Background: an optimization exercise with open tools, aiming at small area, a short achievable clock period and few clock cycles per item. Do not read the settings as production practice. Only simulation tests tie the RTL to the original design; equivalence was not proved.

==> 06-08 <==
## top
module top #(
    parameter integer C_S00_AXIS_TDATA_WIDTH = 64,
    parameter integer C_M00_AXIS_TDATA_WIDTH = 64
)(
    input  wire                                 s00_axis_aclk,
    input  wire                                 s00_axis_aresetn,
    output wire                                 s00_axis_tready,
    input  wire [C_S00_AXIS_TDATA_WIDTH-1:0]    s00_axis_tdata,
    input  wire                                 s00_axis_tlast,
    input  wire                                 s00_axis_tvalid,
    output wire                                 m00_axis_tvalid,
    output wire [C_M00_AXIS_TDATA_WIDTH-1:0]    m00_axis_tdata,
    output wire                                 m00_axis_tlast
);
clock: 6.0 ns
lec_check: 0
abc_area: 1
cap_margin: 20
core_margin: 2
core_utilization: 40
cts_cluster_diameter: 120
cts_cluster_size: 24
setup_slack_margin: 3.2
slew_margin: 20
synth_hierarchical: 1
synth_minimum_keep_size: 0
run.sh (not shown) runs the stock make flow with config.mk's settings and CLKGATE_MAP_FILE= SYNTH_SCRIPT=/design/flow/synth_recipe.tcl, a recipe that flattens the netlist after the stock synthesis.
==> inputs of 09-23, as changes to 06-08 <==
- CTS_CLUSTER_DIAMETER: 120 -> 100
- CTS_CLUSTER_SIZE: 24 -> 28
==> inputs of 07-01, as changes to 06-08 <==
- SETUP_SLACK_MARGIN: 3.2 -> 3.3
==> inputs of 07-03, as changes to 06-08 <==
- CAP_MARGIN: 20 -> 5
- SLEW_MARGIN: 20 -> 5
==> run notes <==
metric	09-23	07-03	06-08	07-01
DRT met1 WL	79,770 µm	81,120 µm	80,840 µm	82,770 µm
Stages on the worst setup path	9	9	9	10
Wire per inst	21.53 µm	21.59 µm	21.58 µm	21.84 µm
Instance area at placement	64,910 µm²	64,910 µm²	64,910 µm²	65,020 µm²
Number of cells on the worst reg-to-reg path	9	9	9	10
Number of global-route vias before repair	41,449	41,470	41,470	41,856
Met2 routed wirelength	74,500 µm	74,670 µm	74,510 µm	75,920 µm
Overall routing resource usage	21.97%	22.03%	22.03%	22.19%
Ratio of routed vias to standard cells	5.177	5.176	5.187	5.208
Wire length of the first global-routing pass	259,600 µm	260,300 µm	260,300 µm	262,500 µm
Maximum fanout count along the critical path	11	11	11	5
Status	complete, no violations	complete, no violations	complete, no violations	complete, no violations
Setup Skew	0.04171 ns	0.04637 ns	0.04294 ns	0.03731 ns
Testbench counts of 06-08, summed over its fixed seeds: cycles 9,288, items 7,752.
Testbench counts of 09-23, summed over its fixed seeds: cycles 9,288, items 7,752.
Testbench counts of 07-01, summed over its fixed seeds: cycles 9,288, items 7,752.
Testbench counts of 07-03, summed over its fixed seeds: cycles 9,288, items 7,752.


==> inputs of willow <==
Another version of the RTL of top (not shown whole).
clock: 6.0 ns
lec_check: 0
abc_clock_period_in_ps: 2500
cap_margin: 20
core_margin: 2
core_utilization: 40
setup_slack_margin: 3.2
slew_margin: 20
==> inputs of lagoon, as changes to willow <==
--- a/flow/config.mk
+++ b/flow/config.mk
@@ -5,9 +5,11 @@
 export SDC_FILE = /design/flow/constraint.sdc
 export NUM_CORES = 4
 export LEC_CHECK = 0
-export ABC_CLOCK_PERIOD_IN_PS = 2500
+export ABC_AREA = 1
 export CAP_MARGIN = 20
 export CORE_MARGIN = 2
 export CORE_UTILIZATION = 40
 export SETUP_SLACK_MARGIN = 3.2
 export SLEW_MARGIN = 20
+export SYNTH_HIERARCHICAL = 1
+export SYNTH_MINIMUM_KEEP_SIZE = 0
==> inputs of amber, as changes to willow <==
--- a/flow/config.mk
+++ b/flow/config.mk
@@ -5,9 +5,13 @@
 export SDC_FILE = /design/flow/constraint.sdc
 export NUM_CORES = 4
 export LEC_CHECK = 0
-export ABC_CLOCK_PERIOD_IN_PS = 2500
+export ABC_AREA = 1
 export CAP_MARGIN = 20
 export CORE_MARGIN = 2
 export CORE_UTILIZATION = 40
+export CTS_CLUSTER_DIAMETER = 120
+export CTS_CLUSTER_SIZE = 30
 export SETUP_SLACK_MARGIN = 3.2
 export SLEW_MARGIN = 20
+export SYNTH_HIERARCHICAL = 1
+export SYNTH_MINIMUM_KEEP_SIZE = 0
==> inputs of maple, as changes to willow <==
--- a/flow/config.mk
+++ b/flow/config.mk
@@ -5,6 +5,7 @@
 export SDC_FILE = /design/flow/constraint.sdc
 export NUM_CORES = 4
 export LEC_CHECK = 0
+export ABC_AREA = 1
 export ABC_CLOCK_PERIOD_IN_PS = 2500
 export CAP_MARGIN = 20
 export CORE_MARGIN = 2
==> results_dict.tcl <==
set metrics [dict create \
    status "no timing/DRC/antenna violations" \
    netlist.area_leader.share_pct 30.3 \
    grt_util_all_layers_pct 22.6 \
    final_period_minus_worst_setup_slack_ns 2.79 \
    path_depth 10 \
    totalWireLength_mm 179 \
    max_slew_margin_pct 31.0 \
    instances_no_fill 8000 \
]
Source of the figures above: amber

==> results_dict.tcl <==
set metrics [dict create \
    instances_no_fill 10400 \
    totalWireLength_mm 229 \
    netlist.area_leader.share_pct 25.5 \
    status "no timing/DRC/antenna violations" \
]
Source of the figures above: willow

==> results_dict.tcl <==
set metrics [dict create \
    status "no timing/DRC/antenna violations" \
    netlist.area_leader.share_pct 28.9 \
    instances_no_fill 9077 \
    totalWireLength_mm 195 \
]
Source of the figures above: maple

==> results_dict.tcl <==
set metrics [dict create \
    final_period_minus_worst_setup_slack_ns 2.83 \
    grt_util_all_layers_pct 23.1 \
    totalWireLength_mm 182 \
    instances_no_fill 8173 \
    path_depth 9 \
    status "no timing/DRC/antenna violations" \
]
Source of the figures above: lagoon

Testbench counts of willow, summed over its fixed seeds: cycles 9,288, items 7,752.
Testbench counts of lagoon, summed over its fixed seeds: cycles 9,288, items 7,752.
Testbench counts of amber, summed over its fixed seeds: cycles 9,288, items 7,752.
Testbench counts of maple, summed over its fixed seeds: cycles 9,288, items 7,752.

static timing again, ports no longer ideal:
Ports are ideal in the flow. The routed layouts listed here were re-timed in OpenROAD.
Step 1 sets driving cells, clkbuf_16 on the clock port and buf_2 on the other inputs (assumed; they add their load-dependent delay and slew).
Step 2 moves the port delays by t, midway between the first and last clock arrival at a register: inputs arrive t later, outputs are due t later. That takes back most of the time a late clock gives input paths.
Slacks: ideal ports / drivers / drivers and shift; pairs: ideal ports / drivers.
run	t, ns	setup WS [ns]	worst setup path after step 2
06-08	0.778	3.170 / 3.170 / 2.501	input to register
09-23	0.764	3.190 / 3.181 / 2.465	input to register
07-01	0.789	3.115 / 3.115 / 2.622	input to register
07-03	0.778	3.176 / 3.176 / 2.508	input to register
willow	0.842	3.144 / 3.144 / 2.415	input to register
lagoon	0.859	3.171 / 3.171 / 2.443	input to register
amber	0.774	3.208 / 3.181 / 2.512	input to register
maple	0.851	3.200 / 3.200 / 2.419	input to register
After both steps setup and hold are still met in every run listed. For maple, which loses most, drivers alone change the setup slack by 0.000 ns; drivers and shift together by -0.781 ns.
